This is an optimization exercise on Yosys and OpenROAD, whose aim is small area, not a production implementation.
The RTL was checked by simulation tests, not by an equivalence proof against the original design.
Power figures rest on the tool's default switching activity, not on a simulated workload.

$ cat flow/run.sh
#!/bin/bash
# synth_recipe.tcl (not shown) runs the flow's synth.tcl, then flattens the netlist and writes it again
# the make line also repeats each setting of config.mk as NAME=value (left out here)
make -C /OpenROAD-flow-scripts/flow DESIGN_CONFIG=/design/flow/config.mk WORK_HOME=/design/flow/orfs CLKGATE_MAP_FILE= SYNTH_SCRIPT=/design/flow/synth_recipe.tcl finish
$ cat flow/config.mk
export PLATFORM = sky130hd
export DESIGN_NAME = main_module
export DESIGN_NICKNAME = main_module
export VERILOG_FILES = /design/flow/design.v
export SDC_FILE = /design/flow/constraint.sdc
export NUM_CORES = 4
export LEC_CHECK = 0
export CAP_MARGIN = 20
export CORE_MARGIN = 8
export CORE_UTILIZATION = 30
export SLEW_MARGIN = 20
export SYNTH_HIERARCHICAL = 1
$ cat flow/constraint.sdc
create_clock -name core_clock -period 12.5 [get_ports {clk}]
set_input_delay 2.5000 -clock core_clock [delete_from_list [all_inputs] [get_ports {clk}]]
set_output_delay 2.5000 -clock core_clock [all_outputs]
set_load 0.01 [all_outputs]
$ cat flow/design.v
`timescale 1ns / 1ps
module rf_a22o(input a1, input a2, input b1, input b2, output x);
assign x = (a1 & a2) | (b1 & b2);
endmodule
module rf_a22oi(input a1, input a2, input b1, input b2, output y);
assign y = ~((a1 & a2) | (b1 & b2));
endmodule
module rf_a222oi(input a1, input a2, input b1, input b2, input c1, input c2, output y);
assign y = ~((a1 & a2) | (b1 & b2) | (c1 & c2));
endmodule
module rf_rdbit(input [31:0] d, input [31:0] s, output q);
wire [10:0] y;
genvar k;
generate
	for (k = 0; k < 10; k = k + 1) begin : g
		rf_a222oi u(.a1(d[3*k]), .a2(s[3*k]), .b1(d[3*k+1]), .b2(s[3*k+1]), .c1(d[3*k+2]), .c2(s[3*k+2]), .y(y[k]));
	end
endgenerate
rf_a22oi ul(.a1(d[30]), .a2(s[30]), .b1(d[31]), .b2(s[31]), .y(y[10]));
assign q = ~&y;
endmodule
module regfile(clk, reset, waddr, wdata, ra, rb, qa, qb);
input clk, reset;
input [4:0] waddr, ra, rb;
input [7:0] wdata;
output [7:0] qa, qb;
reg [255:0] bank;
wire [255:0] bank_d;
wire [31:0] en  = {32{~reset}} | (32'b1 << waddr);
wire [31:0] enn = ~en;
wire [7:0] wd0 = wdata & {8{reset}};     
wire [7:0] wd1 = wdata | {8{~reset}};    
genvar r, b;
generate
	for (r = 0; r < 32; r = r + 1) begin : row
		for (b = 0; b < 8; b = b + 1) begin : bt
			wire wd = ((r >> b) & 1) ? wd1[b] : wd0[b];
			rf_a22o u(.a1(en[r]), .a2(wd), .b1(enn[r]), .b2(bank[r*8+b]), .x(bank_d[r*8+b]));
		end
	end
endgenerate
always @(posedge clk)
	bank <= bank_d;
wire [31:0] sa = 32'b1 << ra;
wire [31:0] sb = 32'b1 << rb;
generate
	for (b = 0; b < 8; b = b + 1) begin : rd
		wire [31:0] col;
		for (r = 0; r < 32; r = r + 1) begin : c
			assign col[r] = bank[r*8+b];
		end
		rf_rdbit ua(.d(col), .s(sa), .q(qa[b]));
		rf_rdbit ub(.d(col), .s(sb), .q(qb[b]));
	end
endgenerate
endmodule
`timescale 1ns / 1ps
module main_module(data_out,ins,A,B,current_address,ans_ex,mux_ans_dm,ans_wb,data_in,clk,interrupt,reset,
	imem_addr,imem_rdata,dmem_en,dmem_we,dmem_addr,dmem_wdata,dmem_rdata);
output [19:0] ins;
output [7:0] A,B,current_address,ans_ex,mux_ans_dm,ans_wb,data_out;
input [7:0] data_in;
input clk,interrupt,reset;
output [7:0] imem_addr;
input [19:0] imem_rdata;
output dmem_en,dmem_we;
output [7:0] dmem_addr,dmem_wdata;
input [7:0] dmem_rdata;
reg        rd;                  
reg  [7:0] hold;                
reg [19:0] ins_hold;            
reg        stall_pm, qt1, qt2;
reg        Q1, Q2, Q3, Q4;      
reg  [4:0] op_dec;
reg  [4:0] RA_reg, RB_reg, RW_reg;
reg        nm;                  
reg  [4:0] reg2, reg3, reg4;    
reg        out_reg1;
reg  [7:0] out_reg2;
reg  [1:0] flag_temp;
reg  [7:0] ans_ex_r, B_Bypass, data_out_r;
reg        mem_en_ex, mem_rw_ex;
reg  [7:0] ans_reg;
reg        msel_dm;
reg  [7:0] ans_wb_r;
wire [4:0] op = ins[19:15];
assign ins = stall_pm ? ins_hold : imem_rdata;
wire op_jcc = (op[4:2] == 3'b111);
wire op_ld  = (op == 5'b10100);
wire op_hlt = (op == 5'b10001);
wire op_ret = (op == 5'b10000);
wire op_jmp = (op == 5'b11000);
wire jump_out = op_jcc & ~qt2;
wire ld_out   = op_ld & ~Q4;
wire stall    = reset & (jump_out | ld_out | op_hlt);
wire c_flag, z_flag;
wire cond = op[1] ? z_flag : c_flag;
wire pc_mux_sel = (op_jcc & (cond ^ op[0])) | op_ret | op_jmp | out_reg1;
wire [7:0] jmp_loc = op_ret ? out_reg2 : (out_reg1 ? 8'hf0 : ins[7:0]);
wire [7:0] cur_tmp = hold + {7'b0, rd & ~stall};
assign current_address = pc_mux_sel ? jmp_loc : cur_tmp;
assign imem_addr = reset ? current_address : 8'b0;
wire nor1 = ~(op_jcc | op_jmp | Q4);
always @(posedge clk) begin
	rd <= reset;
	hold <= imem_addr;
	ins_hold <= ins;
	stall_pm <= stall;
	qt1 <= reset & jump_out;
	qt2 <= reset & qt1;
	Q1 <= reset & ins[15] & ~Q1;
	Q2 <= reset & (op[4:1] == 4'b1010) & ~Q2;
	Q3 <= reset & (op[4:3] == 2'b01);
	Q4 <= reset & ld_out;
	op_dec <= reset ? op : 5'b0;
	RA_reg <= ins[9:5];
	RB_reg <= ins[4:0];
	RW_reg <= ins[14:10];
	nm <= reset & nor1;
	out_reg1 <= reset & interrupt;
	if (!reset)
		out_reg2 <= 8'b0;
	else if (interrupt)
		out_reg2 <= current_address;
end
wire [4:0] reg1 = RA_reg & {5{nm}};
wire [4:0] reg5 = RB_reg & {5{nm}};
wire [4:0] r1   = RW_reg & {5{nm}};
wire [7:0] bankA, bankB;
regfile rf(.clk(clk), .reset(reset), .waddr(reg4), .wdata(ans_wb_r), .ra(RA_reg), .rb(RB_reg), .qa(bankA), .qb(bankB));
assign A = (reg2 == reg1) ? ans_ex_r :
           (reg3 == reg1) ? mux_ans_dm :
           (reg4 == reg1) ? ans_wb_r : bankA;
wire [7:0] tB = (reg2 == reg5) ? ans_ex_r :
                (reg3 == reg5) ? mux_ans_dm :
                (reg4 == reg5) ? ans_wb_r : bankB;
assign B = Q3 ? {3'b0, RB_reg} : tB;
wire [4:0] o = op_dec;
wire sub = o[0];
wire [8:0] sum = {1'b0, A} + {1'b0, B ^ {8{sub}}} + {8'b0, sub};
wire b_nz = |B;
wire rev = ~o[1];
wire ars = o[1] & o[0];
wire [7:0] xa = rev ? {A[0],A[1],A[2],A[3],A[4],A[5],A[6],A[7]} : A;
wire fill = ars & A[7];
wire big = ars ? B[3] : (|B[7:3]);
wire [15:0] sx = {{8{fill}}, xa} >> B[2:0];
wire [7:0] y = big ? {8{fill}} : sx[7:0];
wire [7:0] sh = rev ? {y[0],y[1],y[2],y[3],y[4],y[5],y[6],y[7]} : y;
reg [7:0] res;
reg zen, hold_f, cy;
always @* begin
	res = 8'b0; zen = 1'b0; hold_f = 1'b0; cy = 1'b0;
	if (!o[4]) begin
		zen = 1'b1;
		case (o[2:0])
			3'b000: begin res = sum[7:0]; cy = sum[8]; end
			3'b001: begin res = sum[7:0]; cy = sum[8] & b_nz; end
			3'b010: res = B;
			3'b011: zen = 1'b0;
			3'b100: res = A & B;
			3'b101: res = A | B;
			3'b110: res = A ^ B;
			3'b111: res = ~B;
		endcase
	end else if (!o[3]) begin
		case (o[2:0])
			3'b000, 3'b001: res = ans_ex_r;
			3'b100, 3'b101: begin res = A; hold_f = 1'b1; end
			3'b110: begin res = data_in; zen = 1'b1; end
			3'b111: begin res = ans_ex_r; hold_f = 1'b1; end
			default: ;
		endcase
	end else begin
		case (o[2:0])
			3'b000: begin res = ans_ex_r; hold_f = 1'b1; end
			3'b001, 3'b010, 3'b011: begin res = sh; zen = 1'b1; end
			default: begin res = ans_ex_r; hold_f = 1'b1; end
		endcase
	end
end
assign c_flag = hold_f ? flag_temp[0] : cy;
assign z_flag = hold_f ? flag_temp[1] : (zen & ~(|res));
always @(posedge clk) begin
	flag_temp <= {z_flag, c_flag};
	ans_ex_r <= reset ? res : 8'b0;
	B_Bypass <= B;
	data_out_r <= reset ? ((o == 5'b10111) ? A : data_out_r) : 8'b0;
	mem_en_ex <= reset & Q2;
	mem_rw_ex <= Q1;
	reg2 <= reset ? r1 : 5'b0;
	reg3 <= reset ? reg2 : 5'b0;
	reg4 <= reset ? reg3 : 5'b0;
	ans_reg <= reset ? ans_ex_r : 8'b0;
	msel_dm <= reset & mem_en_ex & ~mem_rw_ex;
	ans_wb_r <= reset ? mux_ans_dm : 8'b0;
end
assign mux_ans_dm = msel_dm ? dmem_rdata : ans_reg;
assign ans_ex = ans_ex_r;
assign ans_wb = ans_wb_r;
assign data_out = data_out_r;
assign dmem_en = mem_en_ex;
assign dmem_we = mem_rw_ex;
assign dmem_addr = ans_ex_r;
assign dmem_wdata = B_Bypass;
endmodule
==> run summary, run 1 <==
----------------------------------------------------
[Outcome]
  Run status ... complete, no violations

[Critical path]
  Critical Path RT ... 10.00 ns
  Worst setup path category ... reg2out
  Critical Path Start Type ... flop
  Cell family contributing the most delay on the critical path ... compound AO/OA/AOI/OAI gates
  Cells traversed along the worst timing path ... nand2b_1 > nor2_1 > a222oi_1 > nand4_1 > or3_1 > mux2_2 > o211ai_1 > and2_1 > inv_1 > ha_1 > a21o_1 > a21oi_1 > o21bai_1 > a21oi_1 > xnor2_1 > a22oi_1 > o221a_2 > a2111oi_4 > nor4b_2 > nand4_2 > mux2i_4 > mux2i_1 > and2_1 > clkdlybuf4s50_1
  Number of buffer and inverter stages on the critical path ... 2
  CP max stage delay ... 0.66 ns
  Data arrival time of the worst path ... 8.81 ns
  Critical Path End Type ... primary output
  Worst-path fanout max ... 18
  Number of cells traversed by the worst register-to-register path ... 23
  Master of the slowest instance on the critical path ... mux2i_4
  Stages on worst setup path ... 24

[Global route]
  Busiest layer in global routing ... met2
  Vias in the first global route ... 17440
  Overall global routing resource usage ... 20.75%
  Met1 Track Usage GR ... 26.60%
  Global-route met2 utilization ... 33.17%
  Wire length of the first global-routing pass ... 113.4 mm
  Maximum number of pins on one net before global-route repair ... 93
  Initial antenna violation count ... 2
  Grt ovf ... 0
  M3 GR Usage ... 5.575%

[Clock tree]
  Maximum buffer depth of the clock tree ... 3
  Clock transition time at the flip-flop clock pins of the worst setup and hold paths ... 0.06 ns
  Clk Latency, worst-skew pair ... 0.58 ns
  Post CTS Setup Buffer Count ... 0
  Hold buffers post-CTS ... 0
  H-tree lvl count ... 2
  Number of buffers inserted during clock tree synthesis ... 43
  Clock tree from TritonCTS ... built
  Count of cells resized by post-cts repair ... 0
  Number of clock sinks ... 367
  Cell at the root of the clock tree ... clkbuf_16

[STA]
  Min Clock Period, post-route ... 11.31 ns
  Slew HR ... 17.12%
  Tcrit/Tclk final ... 90.45%
  Count of final max-slew check failures ... 0
  Unrepaired setup endpoints after global routing ... no
  Max Fclk ... 0.08845 GHz
  Final setup fails ... 0
  Worst hold slack after final layout ... 0.3612 ns
  Final Skew ... 0.02534 ns
  Setup Total Neg Slack ... 0 ns
  Hold violation total from the final report ... 0
  Worst slew pin tran ... 1.243 ns

[Die]
  Core outline area ... 60470 µm²
  Height of the die ... 263.5 µm
  Top-Level Pins ... 141
  Effective utilization at floorplan ... 30.40%
  Row cnt ... 90
  Horizontal extent of the die ... 263.5 µm
  Die Footprint ... 69450 µm²

[Logic synthesis]
  Post-Synthesis Cell Area ... 18380 µm²
  Synthesized netlist cell count ... 1874
  Number of library cell types mapped by synthesis ... 103
  Synthesis-stage register bit count ... 367
  Share of synthesized area occupied by flip-flops and latches ... 39.97%
  Number of nets in the synthesized netlist ... 1939
  Avg Inst Size Synth ... 9.809 µm²
  Post-synth top flop ... dfxtp_1
  Count of synthesis-stage warnings from yosys ... 8
  Number of synthesized flops with an enable pin ... 0
  Async set or reset register ratio after synthesis ... 0%

[Pwr]
  Peak supply drop ... 0.1205 mV
  Leak ... 7.951 nW
  Pwr dens ... 171.6 nW/µm²
  Sequential power share ... 37.1%
  Clock share of power ... 36.4%
  Combinational group share of total power ... 26.5%
  Fraction of power spent switching nets ... 33.64%
  Internal power consumption ... 2.488 mW
  Switch Pwr ... 1.261 mW

[Layout]
  Share of final-layout standard cells stronger than drive strength 1 ... 9.970%
  Commonest non-fill, non-tap cell in the layout ... dfxtp_1
  Area growth, synth to finish ... 18.86%
  Multi-input logic area ... 10340 µm²
  Largest Register ... rf.bank
  Final instance count without filler cells ... 2799
  Most used cells in the layout excluding fill and tap cells ... 366 x dfxtp_1, 258 x a22o_1, 160 x a222oi_1
  Number of flip-flops in the largest register ... 256
  Fillcell total ... 5997
  Final #Nets ... 2047
  Area of all sequential standard cells ... 7348 µm²

[Place]
  IO buf count ... 140
  Detailed-placement wirelength estimate ... 54.78 mm
  Final GP Congestion ... 1.013
  Cell total after placement ... 2719

[Route]
  Antenna Violating Nets Remaining ... 0
  Iteration-0 DRC Markers ... 2554
  Wire per inst ... 27.33 µm
  Post-detailed-route via-to-cell ratio ... 6.417
  Detailed-routing iteration count for the pre-antenna-repair pass ... 12
  DRC Markers ... 0
  Vias after detailed routing ... 17960
  Total wirelength of the detailed-routed design ... 76.49 mm

[Hold path]
  Number of cells traversed by the worst hold path ... 0
  Min-Delay Path Class ... reg2reg

[Run]
  Maximum Capacitance Violations ... 0

----------------------------------------------------
## routing by layer
layer	part of all wire, %	routed length, µm
met1	41	31040
met2	45	34280
met3	11	8142
met4	4.0	3034
met5	0	0
## stage by stage
| step | setup slack, ns | utilization (%) | total power, mW | instance area [µm²] |
|---|---|---|---|---|
| global placement | 1.511 | 33.58 | 2.385 | 20310 |
| detailed placement | 1.430 | 33.58 | 2.383 | 20310 |
| global route | 0.9014 | 36.13 | 3.898 | 21850 |
| finish | 1.194 | 36.13 | 3.749 | 21850 |
| CTS | 1.393 | 36.12 | 3.756 | 21840 |
| floorplan | 3.042 | - | 1.989 | 18380 |
## cell families after synthesis
group	count (synthesis)	share of synthesized area, %
simple gates	509	14.72
flops	367	39.97
xor+xnor	39	1.858
mux	61	3.676
buf+inv	129	3.819
compound gates	743	34.14
fa+ha+maj	26	1.811
## per-module statistics from Yosys, one instance, submodules excluded
module / cells / copies in the design / flops+latches / area [µm²]
regfile: 456 / 1 / 256 / 6210
rf_a22oi: 1 / 16 / 0 / 12.51
rf_a22o: 1 / 256 / 0 / 8.758
rf_rdbit: 4 / 16 / 0 / 23.77
main_module: 922 / 1 / 111 / 7747
rf_a222oi: 1 / 160 / 0 / 10.01
## power by group through the flow
stage	combinational (mW)	clock (mW)	sequential (mW)
after floorplan	0.623	0	1.37
after global placement	0.976	0	1.41
after detailed placement	0.970	0	1.41
after CTS	0.978	1.39	1.39
after global routing	1.06	1.43	1.40
final	0.992	1.36	1.39
## cell usage after synthesis (13+ instances only)
library cell	n	area share [%]
and2_1	50	1.7
inv_1	32	0.65
a22oi_2	18	1.2
nand3b_1	15	0.61
nand4_1	46	1.6
nor2_1	140	2.9
o21a_1	34	1.4
clkbuf_1	45	0.92
o211ai_1	22	0.90
nand2_1	83	1.7
xnor2_1	30	1.4
buf_4	13	0.53
nor3_1	18	0.49
o21ai_0	65	1.8
a22o_1	258	12
nand3_1	46	1.3
a222oi_1	160	8.7
nand2b_1	14	0.48
dfxtp_1	367	40
ha_1	25	1.7
or3_1	25	0.85
a21oi_1	47	1.3
mux2_2	32	2.0
mux2i_1	27	1.5
## worst paths after layout
kind                     from           end  slack [ns]
setup / recovery  ins_hold[9]  imem_addr[4]        1.19
hold / removal             Q1     mem_rw_ex        0.36
setup reg to reg  ins_hold[9]       hold[0]        4.67
hold reg to reg            Q1     mem_rw_ex        0.36
## layout make-up
cell class                      instances  area share (%)
Antenna cell                            1         0.01145
Clock buffer                           56           5.469
Clock inverter                         23           1.569
Inverter                               39          0.6815
Multi-Input combinational cell       1378           47.31
Sequential cell                       367           33.63
Tap cell                              782           4.478
Timing Repair Buffer                  153           6.849
==> inputs of run 2 (changes only) <==
--- a/flow/design.v
+++ b/flow/design.v
@@ -99,3 +99,12 @@
 wire [7:0] jmp_loc = op_ret ? out_reg2 : (out_reg1 ? 8'hf0 : ins[7:0]);
-wire [7:0] cur_tmp = hold + {7'b0, rd & ~stall};
+wire inc = rd & ~stall;
+wire [8:0] ic;
+assign ic[0] = inc;
+genvar n;
+generate
+	for (n = 0; n < 8; n = n + 1) begin : incr
+		assign ic[n+1] = ic[n] & hold[n];
+	end
+endgenerate
+wire [7:0] cur_tmp = hold ^ ic[7:0];
 assign current_address = pc_mux_sel ? jmp_loc : cur_tmp;
@@ -138,5 +147,41 @@
 wire [4:0] o = op_dec;
-wire sub = o[0];
-wire [8:0] sum = {1'b0, A} + {1'b0, B ^ {8{sub}}} + {8'b0, sub};
+wire o_alu  = ~o[4];                        
+wire arith  = o_alu & (o[2:1] == 2'b00);    
+wire sub    = o[0];
+wire o_mem  = (o[4:1] == 4'b1010);          
+wire o_in   = (o == 5'b10110);
+wire o_sh   = (o[4:3] == 2'b11) & (o[2] == 1'b0) & (o[1:0] != 2'b00);   
+wire o_keep = (o[4:1] == 4'b1000) | (o == 5'b10111) | (o == 5'b11000) | (o[4:2] == 3'b111);
+wire hold_f = o_mem | (o == 5'b10111) | (o == 5'b11000) | (o[4:2] == 3'b111);
+wire zen    = (o_alu & (o[2:0] != 3'b011)) | o_in | o_sh;
+reg [3:0] tt;
+always @* begin
+	tt = 4'b0000;
+	if (o_alu)
+		case (o[2:0])
+			3'b000: tt = 4'b0110;    
+			3'b001: tt = 4'b1001;    
+			3'b010: tt = 4'b1010;    
+			3'b100: tt = 4'b1000;    
+			3'b101: tt = 4'b1110;    
+			3'b110: tt = 4'b0110;    
+			3'b111: tt = 4'b0101;    
+			default: tt = 4'b0000;
+		endcase
+	else if (o_mem)
+		tt = 4'b1100;                
+end
+wire [7:0] p;
+wire [8:0] cy;
+assign cy[0] = arith & sub;
+genvar k;
+generate
+	for (k = 0; k < 8; k = k + 1) begin : lu
+		alu_mux4 m(.s1(A[k]), .s0(B[k]), .d(tt), .x(p[k]));
+		assign cy[k+1] = p[k] ? cy[k] : (A[k] & arith);
+	end
+endgenerate
+wire [7:0] r_lu = p ^ cy[7:0];
 wire b_nz = |B;
+wire cy_flag = arith & cy[8] & (b_nz | ~sub);
 wire rev = ~o[1];
@@ -149,35 +194,4 @@
 wire [7:0] sh = rev ? {y[0],y[1],y[2],y[3],y[4],y[5],y[6],y[7]} : y;
-reg [7:0] res;
-reg zen, hold_f, cy;
-always @* begin
-	res = 8'b0; zen = 1'b0; hold_f = 1'b0; cy = 1'b0;
-	if (!o[4]) begin
-		zen = 1'b1;
-		case (o[2:0])
-			3'b000: begin res = sum[7:0]; cy = sum[8]; end
-			3'b001: begin res = sum[7:0]; cy = sum[8] & b_nz; end
-			3'b010: res = B;
-			3'b011: zen = 1'b0;
-			3'b100: res = A & B;
-			3'b101: res = A | B;
-			3'b110: res = A ^ B;
-			3'b111: res = ~B;
-		endcase
-	end else if (!o[3]) begin
-		case (o[2:0])
-			3'b000, 3'b001: res = ans_ex_r;
-			3'b100, 3'b101: begin res = A; hold_f = 1'b1; end
-			3'b110: begin res = data_in; zen = 1'b1; end
-			3'b111: begin res = ans_ex_r; hold_f = 1'b1; end
-			default: ;
-		endcase
-	end else begin
-		case (o[2:0])
-			3'b000: begin res = ans_ex_r; hold_f = 1'b1; end
-			3'b001, 3'b010, 3'b011: begin res = sh; zen = 1'b1; end
-			default: begin res = ans_ex_r; hold_f = 1'b1; end
-		endcase
-	end
-end
-assign c_flag = hold_f ? flag_temp[0] : cy;
+wire [7:0] res = r_lu | (ans_ex_r & {8{o_keep}}) | (data_in & {8{o_in}}) | (sh & {8{o_sh}});
+assign c_flag = hold_f ? flag_temp[0] : cy_flag;
 assign z_flag = hold_f ? flag_temp[1] : (zen & ~(|res));
@@ -206 +220,4 @@
 endmodule
+module alu_mux4(input s1, input s0, input [3:0] d, output x);
+assign x = s1 ? (s0 ? d[3] : d[2]) : (s0 ? d[1] : d[0]);
+endmodule
--- a/flow/config.mk
+++ b/flow/config.mk
@@ -9,3 +9,4 @@
 export CORE_MARGIN = 8
-export CORE_UTILIZATION = 30
+export CORE_UTILIZATION = 50
+export CTS_BUF_LIST = sky130_fd_sc_hd__clkbuf_4
 export SLEW_MARGIN = 20
==> run 2 against run 1 <==
Clock skew is 0.037 ns higher; design area is 5.8% lower; cell count is 12% lower; via count is 1.9% lower; area after synthesis is 3.6% lower; critical path type unchanged; critical endpoint unchanged; largest cell class unchanged.
==> run summary, run 2 <==
----------------------------------------------------
[Global route]
  Grt ovf ... 0 (unchanged)
  Initial antenna violation count ... 2 (unchanged)
  Overall global routing resource usage ... 32.60% (was 20.75%)
  Maximum number of pins on one net before global-route repair ... 85 (was 93)
  Wire length of the first global-routing pass ... 104.5 mm (was 113.4 mm)
  Vias in the first global route ... 16920 (was 17440)

[Layout]
  Commonest non-fill, non-tap cell in the layout ... dfxtp_1 (unchanged)
  Largest registers ... rf.bank x256, ins_hold x15
  Final #Nets ... 1977 (was 2047)
  Number of flip-flops in the largest register ... 256 (unchanged)
  Most used cells in the layout excluding fill and tap cells ... 367 x dfxtp_1, 257 x a22o_1, 161 x a222oi_1 (was 366 x dfxtp_1, 258 x a22o_1, 160 x a222oi_1)
  Largest Register ... rf.bank (unchanged)
  Share of final-layout standard cells stronger than drive strength 1 ... 12.91% (was 9.970%)
  Area growth, synth to finish ... 16.14% (was 18.86%)
  Post-Route Utilization ... 58.44% (was 36.13%)

[Pwr]
  Fraction of power spent switching nets ... 34.37% (was 33.64%)
  Total power after layout ... 3.400 mW (was 3.749 mW)
  Combinational group share of total power ... 27.1% (was 26.5%)
  Switch Pwr ... 1.169 mW (was 1.261 mW)
  Sequential power share ... 41.4% (was 37.1%)
  Pwr dens ... 165.1 nW/µm² (was 171.6 nW/µm²)
  Internal power consumption ... 2.231 mW (was 2.488 mW)
  Clock share of power ... 31.4% (was 36.4%)
  Leak ... 7.674 nW (was 7.951 nW)
  Peak supply drop ... 0.1101 mV (was 0.1205 mV)

[Critical path]
  Critical Path RT ... 10.00 ns (about the same)
  Reg2Reg Capture Point ... hold[4] (was hold[0])
  Endpoint of the most critical setup path ... imem_addr[4] (unchanged)
  Worst-path fanout max ... 17 (was 18)
  Reg-to-reg startpoint ... ins_hold[2] (was ins_hold[9])
  Reg-to-reg setup timing slack ... 4.86 ns (was 4.67 ns)
  Stages on worst setup path ... 24 (unchanged)
  Cells traversed along the worst timing path ... nand3b_1 > nor2_1 > a222oi_1 > nand4_1 > or3_1 > a211oi_1 > nor4_4 > nor2_4 > inv_1 > mux4_2 > nand2_1 > nand2_1 > a21oi_1 > a221oi_2 > o211ai_1 > a21oi_2 > or4b_1 > o2111ai_1 > nor4_1 > a31o_2 > o211ai_4 > nand2_1 > a211oi_1 > clkdlybuf4s50_1 (was nand2b_1 > nor2_1 > a222oi_1 > nand4_1 > or3_1 > mux2_2 > o211ai_1 > and2_1 > inv_1 > ha_1 > a21o_1 > a21oi_1 > o21bai_1 > a21oi_1 > xnor2_1 > a22oi_1 > o221a_2 > a2111oi_4 > nor4b_2 > nand4_2 > mux2i_4 > mux2i_1 > and2_1 > clkdlybuf4s50_1)
  Critical Path End Type ... primary output (unchanged)
  Startpoint of the most critical setup path ... ins_hold[2] (was ins_hold[9])
  Number of cells traversed by the worst register-to-register path ... 23 (unchanged)
  Worst setup path category ... reg2out (unchanged)
  Number of buffer and inverter stages on the critical path ... 2 (unchanged)
  Data arrival time of the worst path ... 8.92 ns (was 8.81 ns)
  Critical Path Start Type ... flop (unchanged)
  Cell family contributing the most delay on the critical path ... compound AO/OA/AOI/OAI gates (unchanged)
  CP max stage delay ... 0.80 ns (was 0.66 ns)
  Most common cell type on the critical path ... nand2_1
  Master of the slowest instance on the critical path ... dfxtp_1 (was mux2i_4)

[STA]
  Worst slew pin tran ... 1.160 ns (was 1.243 ns)
  Final setup fails ... 0 (unchanged)
  Slew HR ... 22.67% (was 17.12%)
  Setup Total Neg Slack ... 0 ns (unchanged)
  Hold violation total from the final report ... 0 (unchanged)
  Tcrit/Tclk final ... 91.40% (was 90.45%)
  Final Skew ... 0.06250 ns (was 0.02534 ns)
  Min Clock Period, post-route ... 11.42 ns (was 11.31 ns)
  Unrepaired setup endpoints after global routing ... no (unchanged)
  Max Fclk ... 0.08753 GHz (was 0.08845 GHz)
  Count of final max-slew check failures ... 0 (unchanged)

[Logic synthesis]
  Leading post-synthesis cells by cell area ... dfxtp_1 41%, a22o_1 13%, a222oi_1 9.1%, nor2_1 2.8%, and2_1 1.7% (was dfxtp_1 40%, a22o_1 12%, a222oi_1 8.7%, nor2_1 2.9%, mux2_2 2.0%)
  Post-Synthesis Cell Area ... 17730 µm² (was 18380 µm²)
  Synthesis-stage register bit count ... 367 (unchanged)
  Most used standard cell by instance count after synthesis ... dfxtp_1 (unchanged)
  Async set or reset register ratio after synthesis ... 0% (unchanged)
  Synth top cells by count ... 367 x dfxtp_1, 257 x a22o_1, 161 x a222oi_1 (was 367 x dfxtp_1, 258 x a22o_1, 160 x a222oi_1)
  Number of nets in the synthesized netlist ... 1806 (was 1939)
  Count of synthesis-stage warnings from yosys ... 8 (unchanged)
  Share of synthesized area occupied by flip-flops and latches ... 41.45% (was 39.97%)
  Synthesized netlist cell count ... 1760 (was 1874)
  Number of synthesized flops with an enable pin ... 0 (unchanged)
  Number of library cell types mapped by synthesis ... 93 (was 103)
  Largest area contributor in the synthesized netlist ... dfxtp_1 (unchanged)
  Avg Inst Size Synth ... 10.07 µm² (was 9.809 µm²)
  Post-synth top area share ... 41.45% (was 39.97%)
  Post-synth top flop ... dfxtp_1 (unchanged)

[Clock tree]
  Clk Latency, worst-skew pair ... 0.83 ns (was 0.58 ns)
  Cell at the root of the clock tree ... clkbuf_4 (was clkbuf_16)
  Count of cells resized by post-cts repair ... 0 (unchanged)
  Clock tree from TritonCTS ... built (unchanged)
  Number of clock sinks ... 367 (unchanged)
  Maximum buffer depth of the clock tree ... 3 (unchanged)
  Post CTS Setup Buffer Count ... 0 (unchanged)
  Number of buffers inserted during clock tree synthesis ... 96 (was 43)
  Clock transition time at the flip-flop clock pins of the worst setup and hold paths ... 0.07 ns (was 0.06 ns)
  H-tree lvl count ... 3 (was 2)
  Hold buffers post-CTS ... 0 (unchanged)

[Die]
  Row cnt ... 69 (was 90)
  Effective utilization at floorplan ... 50.32% (was 30.40%)
  Top-Level Pins ... 141 (unchanged)
  Die Footprint ... 41730 µm² (was 69450 µm²)
  Core outline area ... 35220 µm² (was 60470 µm²)
  Height of the die ... 204.3 µm (was 263.5 µm)
  Horizontal extent of the die ... 204.3 µm (was 263.5 µm)

[Outcome]
  Run status ... complete, no violations (unchanged)

[Route]
  Detailed-routing iteration count for the pre-antenna-repair pass ... 12 (unchanged)
  Total wirelength of the detailed-routed design ... 71.06 mm (was 76.49 mm)
  DRC Markers ... 0 (unchanged)
  Antenna Violating Nets Remaining ... 0 (unchanged)
  Wire per inst ... 28.97 µm (was 27.33 µm)
  Iteration-0 DRC Markers ... 2778 (was 2554)
  Vias after detailed routing ... 17620 (was 17960)
  Post-detailed-route via-to-cell ratio ... 7.184 (was 6.417)

[Place]
  Final GP Congestion ... 0.9974 (was 1.013)
  Detailed-placement wirelength estimate ... 49.73 mm (was 54.78 mm)
  IO buf count ... 140 (unchanged)

[Hold path]
  Min-Delay Path Class ... reg2reg (unchanged)

[Run]
  Maximum Capacitance Violations ... 0 (unchanged)

----------------------------------------------------
## run 2: cell types whose count changed in the layout (fill, tap and decap cells not counted), moves of 15 or more
cell	delta
a211oi_1	+15
a21oi_1	-20
clkbuf_16	-43
clkbuf_4	+133
ha_1	-18
mux2_2	-15
nand2_1	-16
o21ai_0	-24
## run 2: cell type report
type                       instances  area [µm²]
antenna                            2       5.005
timing repair buffer             156        1519
clock buffer                     133       998.5
sequential                       367        7347
inverter                          39       146.4
fill                            3137       14640
multi-input combinational       1271        9788
tap                              461       576.8
clock inverter                    24       205.2
## run 2: through the flow
stage	area [µm²]	hold WS (ns)	setup slack [ns]	std cells
4_1_cts	20580	0.3550	1.251	2451
3_5_place_dp	19370	0.3415	1.425	2294
3_3_place_gp	19370	0.3408	1.555	2294
2_1_floorplan	17730	0.3314	3.088	1760
6_report	20590	0.3544	1.075	2453
5_1_grt	20590	0.3730	0.6758	2453
## run 2: metal layers
| metal | up-vias | part of all wire (%) | global-route usage (%) |
|---|---|---|---|
| met1 | 8447 | 39 | 40.89 |
| met5 | - | 0 | 0 |
| met2 | 1235 | 44 | 50.88 |
| li1 | 7678 | - | - |
| met4 | 0 | 5.3 | 16.43 |
| met3 | 262 | 11 | 9.066 |
## run 2: power by group through the flow
stage	clock [mW]	combinational [mW]	sequential, mW
finish	1.07	0.922	1.41
global route	1.15	0.975	1.42
CTS	1.09	0.903	1.40
detailed placement	0	0.896	1.43
global placement	0	0.897	1.43
floorplan	0	0.576	1.38
## run 2: cell families (layout without fill, tap and decap cells)
family | count (synthesis) | count (layout) | synth area share (%)
buffers and inverters | 122 | 352 | 3.346
muxes | 55 | 55 | 4.122
DFF | 367 | 367 | 41.45
other | 0 | 2 | 0
xor gates and xnor gates | 25 | 25 | 1.235
and+or+nand+nor | 483 | 483 | 15.16
AOI/OAI and AO/OA | 701 | 701 | 34.20
adders and majority gates | 7 | 7 | 0.4941
## run 2: per-module statistics from Yosys, one instance, submodules excluded
module	area, µm²	cells	copies in the design	flip-flops and latches
main_module	6912	800	1	111
regfile	6210	456	1	256
rf_rdbit	23.77	4	16	0
alu_mux4	22.52	1	8	0
rf_a22oi	12.51	1	16	0
rf_a222oi	10.01	1	160	0
rf_a22o	8.758	1	256	0
## run 2: how the worst min path moves through the flow
stage,from,to,slack [ns],cells past startpoint
global placement,Q1,mem_rw_ex,0.34,0
global route,Q1,mem_rw_ex,0.37,0
finish,Q1,mem_rw_ex,0.35,0
floorplan,Q1,mem_rw_ex,0.33,0
CTS,Q1,mem_rw_ex,0.35,0
detailed placement,Q1,mem_rw_ex,0.34,0
==> inputs of run 3 (changes only) <==
==> flow/flow/run.sh (new file) <==
#!/bin/bash
# Standard layout, except: ports are buffered with the smallest buffer, and
# clock tree synthesis uses clkbuf_4 without dummy loads.
set -euo pipefail
bash standard.sh finish \
  "BUFFER_PORTS_ARGS=-buffer_cell sky130_fd_sc_hd__buf_1" \
  "CTS_ARGS=-sink_clustering_enable -repair_clock_nets -dont_use_dummy_load -buf_list sky130_fd_sc_hd__clkbuf_4" \
  > standard.log 2>&1
==> flow/standard.sh (new file) <==
#!/bin/bash
# synth_recipe.tcl (not shown) runs the flow's synth.tcl, then flattens the netlist and writes it again
# the make line also repeats each setting of config.mk as NAME=value (left out here)
make -C /OpenROAD-flow-scripts/flow DESIGN_CONFIG=/design/flow/config.mk WORK_HOME=/design/flow/orfs CLKGATE_MAP_FILE= SYNTH_SCRIPT=/design/flow/synth_recipe.tcl "${@:-finish}"
--- a/flow/config.mk
+++ b/flow/config.mk
@@ -10,3 +10,2 @@
 export CORE_UTILIZATION = 50
-export CTS_BUF_LIST = sky130_fd_sc_hd__clkbuf_4
 export SLEW_MARGIN = 20
removed: flow/run.sh
==> run 3 against run 2 <==
Still clean on timing, DRC and antenna; highest routed layer unchanged; sequential cell count unchanged; critical endpoint is now imem_addr[7]; sequential share of layout area up 2.5 points; global-route usage down 0.24 points; largest power group unchanged; register-to-register slack better by 0.06 ns; first-iteration DRC count down 1.1%.
==> run summary, run 3 <==
----------------------------------------------------
[Outcome]
  Run status ... complete, no violations (unchanged)

[Die]
  Top-Level Pins ... 141 (unchanged)
  Horizontal extent of the die ... 204.3 µm (unchanged)
  Height of the die ... 204.3 µm (unchanged)
  Row cnt ... 69 (unchanged)
  Effective utilization at floorplan ... 50.32% (unchanged)
  Die Footprint ... 41730 µm² (unchanged)
  Core outline area ... 35220 µm² (unchanged)

[Critical path]
  Master of the slowest instance on the critical path ... dfxtp_1 (unchanged)
  Cell family contributing the most delay on the critical path ... compound AO/OA/AOI/OAI gates (unchanged)
  Worst-path fanout max ... 17 (unchanged)
  Worst setup path category ... reg2out (unchanged)
  Reg-to-reg setup timing slack ... 4.92 ns (was 4.86 ns)
  Data arrival time of the worst path ... 8.43 ns (was 8.92 ns)
  Reg-to-reg startpoint ... ins_hold[2] (unchanged)
  Critical Path End Type ... primary output (unchanged)
  Endpoint of the most critical setup path ... imem_addr[7] (was imem_addr[4])
  Cells traversed along the worst timing path ... nand3b_1 > nor2_1 > a222oi_1 > nand4_1 > or3_1 > a211oi_1 > nor4_4 > nor2_4 > inv_1 > mux4_2 > nand2_1 > nand2_1 > a21oi_1 > a221oi_2 > o211ai_1 > a21oi_2 > or4b_1 > o2111ai_1 > nor4_1 > a31o_2 > o211ai_4 > a211oi_2 > a2111oi_2 > buf_1 (was nand3b_1 > nor2_1 > a222oi_1 > nand4_1 > or3_1 > a211oi_1 > nor4_4 > nor2_4 > inv_1 > mux4_2 > nand2_1 > nand2_1 > a21oi_1 > a221oi_2 > o211ai_1 > a21oi_2 > or4b_1 > o2111ai_1 > nor4_1 > a31o_2 > o211ai_4 > nand2_1 > a211oi_1 > clkdlybuf4s50_1)
  Critical Path Start Type ... flop (unchanged)
  Reg2Reg Capture Point ... hold[7] (was hold[4])
  CP max stage delay ... 0.79 ns (was 0.80 ns)
  Most common cell type on the critical path ... nand2_1 (unchanged)
  Number of buffer and inverter stages on the critical path ... 2 (unchanged)
  Critical Path RT ... 10.00 ns (about the same)
  Stages on worst setup path ... 24 (unchanged)
  Number of cells traversed by the worst register-to-register path ... 23 (unchanged)
  Startpoint of the most critical setup path ... ins_hold[2] (unchanged)

[Pwr]
  Total power after layout ... 3.037 mW (was 3.400 mW)
  Peak supply drop ... 0.09299 mV (was 0.1101 mV)
  Leak ... 7.056 nW (was 7.674 nW)
  Pwr dens ... 157.7 nW/µm² (was 165.1 nW/µm²)

[Route]
  Total wirelength of the detailed-routed design ... 70.09 mm (was 71.06 mm)
  Detailed-routing iteration count for the pre-antenna-repair pass ... 14 (was 12)
  Iteration-0 DRC Markers ... 2747 (was 2778)
  Wire per inst ... 29.29 µm (was 28.97 µm)
  DRC Markers ... 0 (unchanged)
  Post-detailed-route via-to-cell ratio ... 7.281 (was 7.184)
  Antenna Violating Nets Remaining ... 0 (unchanged)
  Vias after detailed routing ... 17420 (was 17620)

[Logic synthesis]
  Post-synth top flop ... dfxtp_1 (unchanged)
  Number of nets in the synthesized netlist ... 1806 (unchanged)
  Number of library cell types mapped by synthesis ... 93 (unchanged)
  Avg Inst Size Synth ... 10.07 µm² (unchanged)
  Synth top cells by count ... 367 x dfxtp_1, 257 x a22o_1, 161 x a222oi_1 (unchanged)
  Post-Synthesis Cell Area ... 17730 µm² (unchanged)
  Number of synthesized flops with an enable pin ... 0 (unchanged)
  Most used standard cell by instance count after synthesis ... dfxtp_1 (unchanged)
  Synthesized netlist cell count ... 1760 (unchanged)
  Share of synthesized area occupied by flip-flops and latches ... 41.45% (unchanged)
  Largest area contributor in the synthesized netlist ... dfxtp_1 (unchanged)
  Post-synth top area share ... 41.45% (unchanged)
  Async set or reset register ratio after synthesis ... 0% (unchanged)
  Leading post-synthesis cells by cell area ... dfxtp_1 41%, a22o_1 13%, a222oi_1 9.1%, nor2_1 2.8%, and2_1 1.7% (unchanged)
  Count of synthesis-stage warnings from yosys ... 8 (unchanged)
  Synthesis-stage register bit count ... 367 (unchanged)

[Global route]
  Overall global routing resource usage ... 32.36% (was 32.60%)
  Initial antenna violation count ... 3 (was 2)
  Vias in the first global route ... 16890 (was 16920)
  Grt ovf ... 0 (unchanged)
  Wire length of the first global-routing pass ... 104.3 mm (was 104.5 mm)
  Maximum number of pins on one net before global-route repair ... 84 (was 85)

[Hold path]
  Min-Delay Path Class ... reg2reg (unchanged)

[STA]
  Hold violation total from the final report ... 0 (unchanged)
  Min Clock Period, post-route ... 10.93 ns (was 11.42 ns)
  Tcrit/Tclk final ... 87.41% (was 91.40%)
  Worst slew pin tran ... 1.241 ns (was 1.160 ns)
  Setup Total Neg Slack ... 0 ns (unchanged)
  Slew HR ... 17.28% (was 22.67%)
  Post-layout worst setup margin ... 1.573 ns (was 1.075 ns)
  Final Skew ... 0.06964 ns (was 0.06250 ns)
  Final setup fails ... 0 (unchanged)
  Worst hold slack after final layout ... 0.3697 ns (was 0.3544 ns)
  Max Fclk ... 0.09152 GHz (was 0.08753 GHz)
  Unrepaired setup endpoints after global routing ... no (unchanged)
  Count of final max-slew check failures ... 0 (unchanged)

[Layout]
  Final #Nets ... 1977 (unchanged)
  Commonest non-fill, non-tap cell in the layout ... dfxtp_1 (unchanged)
  Post-route design area ... 19250 µm² (was 20590 µm²)
  Number of flip-flops in the largest register ... 256 (unchanged)
  Fillcell total ... 3233 (was 3137)
  Largest Register ... rf.bank (unchanged)
  Share of final-layout standard cells stronger than drive strength 1 ... 10.73% (was 12.91%)
  Area of all sequential standard cells ... 7347 µm² (unchanged)
  Largest registers ... rf.bank x256, ins_hold x15 (unchanged)
  Most used cells in the layout excluding fill and tap cells ... 367 x dfxtp_1, 257 x a22o_1, 161 x a222oi_1 (unchanged)
  Multi-input logic area ... 9786 µm² (was 9788 µm²)
  Final instance count without filler cells ... 2393 (was 2453)
  Post-Route Utilization ... 54.66% (was 58.44%)
  Area growth, synth to finish ... 8.619% (was 16.14%)

[Run]
  Maximum Capacitance Violations ... 0 (unchanged)

[Clock tree]
  Cell at the root of the clock tree ... clkbuf_4 (unchanged)
  Maximum buffer depth of the clock tree ... 3 (unchanged)
  Clk Latency, worst-skew pair ... 0.79 ns (was 0.83 ns)
  Count of cells resized by post-cts repair ... 0 (unchanged)
  Hold buffers post-CTS ... 0 (unchanged)
  Number of clock sinks ... 367 (unchanged)
  H-tree lvl count ... 3 (unchanged)
  Clock transition time at the flip-flop clock pins of the worst setup and hold paths ... 0.06 ns (was 0.07 ns)
  Post CTS Setup Buffer Count ... 0 (unchanged)
  Number of buffers inserted during clock tree synthesis ... 98 (was 96)
  Clock tree from TritonCTS ... built (unchanged)

[Place]
  Final GP Congestion ... 0.9987 (was 0.9974)
  Cell total after placement ... 2292 (was 2294)
  Detailed-placement wirelength estimate ... 49.71 mm (was 49.73 mm)
  Pre-CTS WS ... 2.225 ns (was 1.425 ns)
  Cell area reported after detailed placement ... 18510 µm² (was 19370 µm²)
  IO buf count ... 140 (unchanged)

----------------------------------------------------
[run 3: cell count changes in the layout (fill, tap and decap cells not counted), sizes merged]
cell           before  now
clkinv             18    0
clkdlybuf4s50     139    0
inv                40   39
clkinvlp            1    0
clkbuf            133   99
diode               2    3
bufinv              4    0
buf                17  153
[run 3: cell families after synthesis]
| logic type | count (synthesis) | synth area share (%) |
|---|---|---|
| DFF | 367 | 41.45 |
| AOI/OAI and AO/OA | 701 | 34.20 |
| adders and majority gates | 7 | 0.4941 |
| xor gates and xnor gates | 25 | 1.235 |
| buffers and inverters | 122 | 3.346 |
| and+or+nand+nor | 483 | 15.16 |
| muxes | 55 | 4.122 |
[run 3: per-module statistics from Yosys, one instance, submodules excluded]
module	cells	cell area, µm²	flops+latches
rf_rdbit	4	23.77	0
rf_a22oi	1	12.51	0
main_module	800	6912	111
rf_a22o	1	8.758	0
regfile	456	6210	256
alu_mux4	1	22.52	0
rf_a222oi	1	10.01	0
[run 3: cell type report]
class	count	share of cell area, %
Multi-Input combinational cell	1271	50.83
Sequential cell	367	38.16
Clock buffer	98	3.821
Timing Repair Buffer	154	3.399
Tap cell	461	2.996
Inverter	39	0.7603
Antenna cell	3	0.03899
[run 3: worst min path at each step]
stage | slack, ns | to | startpoint | cells past startpoint
after floorplan | 0.33 | mem_rw_ex | Q1 | 0
final | 0.37 | mem_rw_ex | Q1 | 0
after global placement | 0.36 | mem_rw_ex | Q1 | 0
after global routing | 0.37 | mem_rw_ex | Q1 | 0
after detailed placement | 0.34 | mem_rw_ex | Q1 | 0
after CTS | 0.36 | mem_rw_ex | Q1 | 0
[run 3: layer usage]
metal	vias up	GRT usage, %	wire length (µm)
met2	1162	48.59	30710
met5	-	0	0
met3	236	7.783	7010
met1	8435	41.64	28060
met4	0	19.65	4309
li1	7591	-	-
[run 3: where the power goes]
group          switching, mW  internal [mW]  leakage [nW]  total [mW]
Sequential             0.134           1.28          3.01        1.41
Combinational          0.536          0.298          3.59       0.834
Clock                  0.436          0.353         0.451       0.790

==> afterwards: timing with drivers on the ports <==
Ports are ideal in the flow. The routed layouts listed here were re-timed in OpenROAD. Step 1 assumes that a clkbuf_16 drives the clock port and a buf_2 every other input. Step 2 times the ports against the registers' clock, not the clock port: input delays grow and output delays shrink by t, the midpoint of the rising clock arrivals with the driver on. a / b / c = ideal ports / drivers / drivers and shift; a / b = the first two.
run	t (ns)	slack for setup (ns)	latest minus earliest clock arrival (ns)	worst data-port slew with drivers (ns)	cell pins on the clock port's net
run 1	0.629	1.194 / 1.136 / 1.332	0.025 / 0.026	0.06	1
run 2	0.856	1.075 / 1.026 / 1.258	0.076 / 0.076	0.06	1
run 3	0.808	1.573 / 1.518 / 2.102	0.070 / 0.069	0.06	1
After both steps setup and hold are still met in every run listed.
